This design comes from an exercise in tuning for small area, a short achievable clock period and few clock cycles per item on the open sky130 flow, not from production work.
At most, simulation tests tie the RTL to the original design; equivalence was not proved.
Power and IR drop assume default switching activity.

Setup of 07-19:
==> flow/design.v <==
module Processor(clk , rst , imem_addr , imem_data , IR , Loaded , Stored , Out , valid) ;
	input clk ;
	input rst ;
	input [15:0] imem_data ;
	output [15:0] imem_addr ;
	output reg valid ;
	output reg [15:0] Out , Stored , Loaded ;
	output reg [15:0] IR ;
	localparam [255:0] RINIT = {
		16'h1984, 16'h3994, 16'h0CDE, 16'h1CBA, 16'h0102, 16'h1A32, 16'h0414, 16'h22DA,
		16'h1C86, 16'h22E0, 16'h0001, 16'h1C3A, 16'h00AA, 16'h0030, 16'h0020, 16'h0010 } ;
	localparam [255:0] MINIT = {
		16'h1984, 16'h0000, 16'h0CDE, 16'h0000, 16'h0102, 16'h1A32, 16'h0000, 16'h22DA,
		16'h0000, 16'h0000, 16'h0000, 16'h1C3A, 16'h00AA, 16'h0000, 16'h0020, 16'h0001 } ;
	reg [15:0] pc ;
	assign imem_addr = pc ;
	reg [255:0] rf ;    
	reg [255:0] dm ;    
	reg rst_q ;
	reg [15:0] IRd ;
	reg [3:0] d_rb ;      
	reg d_sub ;
	reg [15:0] ra_oh , rb_oh ;    
	reg vd ;
	always @(posedge clk) begin
		IRd <= imem_data ;
		d_rb <= (imem_data[15:12] == 4'd6) ? imem_data[11:8] : imem_data[3:0] ;
		d_sub <= (imem_data[15:12] == 4'd1) ;
		ra_oh <= 16'd1 << imem_data[7:4] ;
		rb_oh <= 16'd1 << ((imem_data[15:12] == 4'd6) ? imem_data[11:8] : imem_data[3:0]) ;
		rst_q <= rst ;
		if (rst) begin
			pc <= 16'd0 ;
			vd <= 1'b0 ;
		end else begin
			pc <= pc + 16'd1 ;
			vd <= 1'b1 ;
		end
	end
	wire [3:0] d_op  = IRd[15:12] ;
	wire [3:0] d_rs1 = IRd[7:4] ;
	wire d_and   = (d_op == 4'd2) ;
	wire d_or    = (d_op == 4'd3) ;
	wire d_xor   = (d_op == 4'd4) ;
	wire d_load  = (d_op == 4'd5) ;
	wire d_store = (d_op == 4'd6) ;
	wire d_sum   = !(d_and || d_or || d_xor || d_load || d_store) ;
	reg [15:0] A , Bx ;   
	reg [15:0] IRe ;
	reg ve ;
	reg c_sub , c_and , c_or , c_xor , c_ld , c_st , c_sum ;
	reg ww ;              
	reg [3:0] wrd ;
	wire [15:0] res ;     
	reg [15:0] Am ;       
	reg [15:0] wen ;      
	wire e_wr = ve && !c_st ;    
	wire fwa = e_wr && (IRe[11:8] == d_rs1) ;
	wire fwb = e_wr && (IRe[11:8] == d_rb) ;
	reg [15:0] rda , rdb ;
	integer k ;
	always @* begin
		rda = 16'd0 ;
		rdb = 16'd0 ;
		for (k = 0 ; k < 16 ; k = k + 1) begin
			rda = rda | ({16{ra_oh[k]}} & rf[16*k +: 16]) ;
			rdb = rdb | ({16{rb_oh[k]}} & rf[16*k +: 16]) ;
		end
	end
	wire [15:0] rfa = (ww && wrd == d_rs1) ? Out : rda ;
	wire [15:0] rfb = (ww && wrd == d_rb) ? Out : rdb ;
	wire [15:0] opb = fwb ? res : rfb ;
	always @(posedge clk) begin
		A <= fwa ? res : rfa ;
		Am <= 16'd1 << (fwa ? res[3:0] : rfa[3:0]) ;
		wen <= {16{rst}} | ({16{e_wr}} & (16'd1 << IRe[11:8])) ;
		Bx <= d_sub ? ~opb : opb ;
		IRe <= IRd ;
		c_sub <= d_sub ;
		c_and <= d_and ;
		c_or <= d_or ;
		c_xor <= d_xor ;
		c_sum <= d_sum ;
		c_ld <= d_load && vd && !rst ;
		c_st <= d_store && vd && !rst ;
		ve <= vd && !rst ;
	end
	wire [16:0] sum = {A, 1'b1} + {Bx, c_sub} ;    
	reg [15:0] mrd ;
	integer m ;
	always @* begin
		mrd = 16'd0 ;
		for (m = 0 ; m < 16 ; m = m + 1) mrd = mrd | ({16{Am[m]}} & dm[16*m +: 16]) ;
	end
	assign res = ({16{c_sum}} & sum[16:1]) | ({16{c_and}} & (A & Bx)) | ({16{c_or}} & (A | Bx)) |
	             ({16{c_xor}} & (A ^ Bx)) | ({16{c_ld}} & mrd) | ({16{c_st}} & Bx) ;
	wire [15:0] rf_wd_0 = Out & {16{~rst_q}} ;    
	wire [15:0] rf_wd_1 = Out | {16{rst_q}} ;     
	wire [15:0] dm_wd_0 = Bx & {16{~rst_q}} ;
	wire [15:0] dm_wd_1 = Bx | {16{rst_q}} ;
	genvar gi , gj ;
	generate
		for (gi = 0 ; gi < 16 ; gi = gi + 1) begin : row
			wire rf_en = wen[gi] ;
			wire dm_en = rst_q | (c_st && Am[gi]) ;
			for (gj = 0 ; gj < 16 ; gj = gj + 1) begin : col
				always @(posedge clk) begin
					if (rf_en) rf[16*gi + gj] <= RINIT[16*gi + gj] ? rf_wd_1[gj] : rf_wd_0[gj] ;
					if (dm_en) dm[16*gi + gj] <= MINIT[16*gi + gj] ? dm_wd_1[gj] : dm_wd_0[gj] ;
				end
			end
		end
	endgenerate
	always @(posedge clk) begin
		if (rst) begin
			valid <= 1'b0 ;
			ww <= 1'b0 ;
		end else begin
			valid <= ve ;
			ww <= e_wr ;
		end
		if (rst_q) begin
			Loaded <= 16'd0 ;
			Stored <= 16'd0 ;
		end else begin
			if (c_ld) Loaded <= mrd ;
			if (c_st) Stored <= Bx ;
		end
		wrd <= IRe[11:8] ;
		IR <= IRe ;
		Out <= res ;
	end
endmodule
==> flow/config.mk <==
export PLATFORM = sky130hd
export DESIGN_NAME = Processor
export DESIGN_NICKNAME = Processor
export VERILOG_FILES = /design/flow/design.v
export SDC_FILE = /design/flow/constraint.sdc
export NUM_CORES = 4
export LEC_CHECK = 0
export CAP_MARGIN = 20
export CORE_MARGIN = 2
export CORE_UTILIZATION = 65
export CTS_CLUSTER_DIAMETER = 70
export CTS_CLUSTER_SIZE = 20
export SETUP_SLACK_MARGIN = 3.7
export SLEW_MARGIN = 20
==> flow/constraint.sdc <==
create_clock -name core_clock -period 6.0 [get_ports {clk}]
set_input_delay 1.2000 -clock core_clock [delete_from_list [all_inputs] [get_ports {clk}]]
set_output_delay 1.2000 -clock core_clock [all_outputs]
set_load 0.01 [all_outputs]
run.sh (not shown) runs the stock make flow with config.mk's settings and CLKGATE_MAP_FILE= SYNTH_SCRIPT=/design/flow/synth_recipe.tcl, a recipe that flattens the netlist after the stock synthesis.
Testbench counts of 07-19, summed over its fixed seeds: cycles 3,216, instrs 3,200.
> inputs changed (07-19 -> 03-14)
--- a/flow/design.v
+++ b/flow/design.v
@@ -45,14 +45,19 @@
 	wire d_load  = (d_op == 4'd5) ;
 	wire d_store = (d_op == 4'd6) ;
 	wire d_sum   = !(d_and || d_or || d_xor || d_load || d_store) ;
 	reg [15:0] A , Bx ;   
+	reg [15:0] As , Bs ;  
+	reg sa , sb ;         
 	reg [15:0] IRe ;
 	reg ve ;
 	reg c_sub , c_and , c_or , c_xor , c_ld , c_st , c_sum ;
 	reg ww ;              
 	reg [3:0] wrd ;
 	wire [15:0] res ;     
+	wire [15:0] rest ;    
+	wire [15:0] a , b ;   
+	wire [16:0] sum ;
 	reg [15:0] Am ;       
 	reg [15:0] wen ;      
 	wire e_wr = ve && !c_st ;    
 	wire fwa = e_wr && (IRe[11:8] == d_rs1) ;
@@ -68,14 +73,18 @@
 		end
 	end
 	wire [15:0] rfa = (ww && wrd == d_rs1) ? Out : rda ;
 	wire [15:0] rfb = (ww && wrd == d_rb) ? Out : rdb ;
-	wire [15:0] opb = fwb ? res : rfb ;
+	wire [15:0] opb = fwb ? rest : rfb ;
 	always @(posedge clk) begin
-		A <= fwa ? res : rfa ;
+		A <= fwa ? rest : rfa ;
+		As <= sum[16:1] ;
+		sa <= fwa && c_sum ;
+		Bs <= sum[16:1] ^ {16{d_sub}} ;
+		sb <= fwb && c_sum ;
 		Am <= 16'd1 << (fwa ? res[3:0] : rfa[3:0]) ;
 		wen <= {16{rst}} | ({16{e_wr}} & (16'd1 << IRe[11:8])) ;
-		Bx <= d_sub ? ~opb : opb ;
+		Bx <= opb ^ {16{d_sub}} ;
 		IRe <= IRd ;
 		c_sub <= d_sub ;
 		c_and <= d_and ;
 		c_or <= d_or ;
@@ -84,21 +93,24 @@
 		c_ld <= d_load && vd && !rst ;
 		c_st <= d_store && vd && !rst ;
 		ve <= vd && !rst ;
 	end
-	wire [16:0] sum = {A, 1'b1} + {Bx, c_sub} ;    
+	assign a = sa ? As : A ;
+	assign b = sb ? Bs : Bx ;
+	assign sum = {a, 1'b1} + {b, c_sub} ;    
 	reg [15:0] mrd ;
 	integer m ;
 	always @* begin
 		mrd = 16'd0 ;
 		for (m = 0 ; m < 16 ; m = m + 1) mrd = mrd | ({16{Am[m]}} & dm[16*m +: 16]) ;
 	end
-	assign res = ({16{c_sum}} & sum[16:1]) | ({16{c_and}} & (A & Bx)) | ({16{c_or}} & (A | Bx)) |
-	             ({16{c_xor}} & (A ^ Bx)) | ({16{c_ld}} & mrd) | ({16{c_st}} & Bx) ;
+	assign rest = ({16{c_and}} & (a & b)) | ({16{c_or}} & (a | b)) |
+	              ({16{c_xor}} & (a ^ b)) | ({16{c_ld}} & mrd) | ({16{c_st}} & b) ;
+	assign res = c_sum ? sum[16:1] : rest ;
 	wire [15:0] rf_wd_0 = Out & {16{~rst_q}} ;    
 	wire [15:0] rf_wd_1 = Out | {16{rst_q}} ;     
-	wire [15:0] dm_wd_0 = Bx & {16{~rst_q}} ;
-	wire [15:0] dm_wd_1 = Bx | {16{rst_q}} ;
+	wire [15:0] dm_wd_0 = b & {16{~rst_q}} ;
+	wire [15:0] dm_wd_1 = b | {16{rst_q}} ;
 	genvar gi , gj ;
 	generate
 		for (gi = 0 ; gi < 16 ; gi = gi + 1) begin : row
 			wire rf_en = wen[gi] ;
@@ -123,9 +135,9 @@
 			Loaded <= 16'd0 ;
 			Stored <= 16'd0 ;
 		end else begin
 			if (c_ld) Loaded <= mrd ;
-			if (c_st) Stored <= Bx ;
+			if (c_st) Stored <= b ;
 		end
 		wrd <= IRe[11:8] ;
 		IR <= IRe ;
 		Out <= res ;
[summary]
07-19 → 03-14: sequential share of layout area now sits lower, number of clock buffers in the layout now sits higher, number of signal-net buffers in the layout now sits higher, number of nets in the layout now sits higher, number of signal-net inverters in the final layout now sits higher.
In 03-14, total power consumption of the routed design is higher than in 07-19.
Higher via density per instance was reported by 03-14, not 07-19.
03-14 vs 07-19, first element of the critical path: sb$_DFF_P_ vs Bx[0]$_DFF_P_
Simple-gate share of the synthesized area in 03-14 vs 07-19: down 1.8 points
Changes observed in 03-14 relative to 07-19: number of sequential cells in the layout picked up an extra about 4.6%, cell total after placement picked up an extra 16, routed wire length picked up an extra 9.5 mm.
Of 03-14 and 07-19, the run reporting the lower synthesized area was 07-19.
Number of setup violations in the final report came out exactly the same in 03-14 and 07-19.
Sort 03-14 and 07-19 by design area, descending, and 03-14 comes first.
No functional check of the RTL was part of 03-14.

==> static timing again, ports no longer ideal <==
How much do the figures lean on ideal ports? The routed layouts below were timed once more, with nothing changed but the port constraints.
Step 1: set_driving_cell puts a clkbuf_16 on clk and a buf_2 on each other input, an assumption about the parent block.
Step 2 adds t to the input delays and takes it off the output delays; t is the mean of the earliest and latest rising clock arrival at the registers after step 1. Input paths then give back, and output paths get back, about the clock's delay inside the block.
a / b / c = no drivers / after step 1 / after step 2; a / b = the first two.
run | t (ns) | setup slack, ns | latest minus earliest clock arrival (ns) | worst slew at a driven data input, ns
07-19 | 0.658 | 3.610 / 3.587 / 3.137 | 0.021 / 0.020 | 0.05
03-14 | 0.660 | 3.201 / 3.201 / 3.061 | 0.024 / 0.024 | 0.06
After both steps every run listed still meets setup and hold. For 07-19, which loses most, drivers alone change the setup slack by -0.023 ns; drivers and shift together by -0.473 ns.
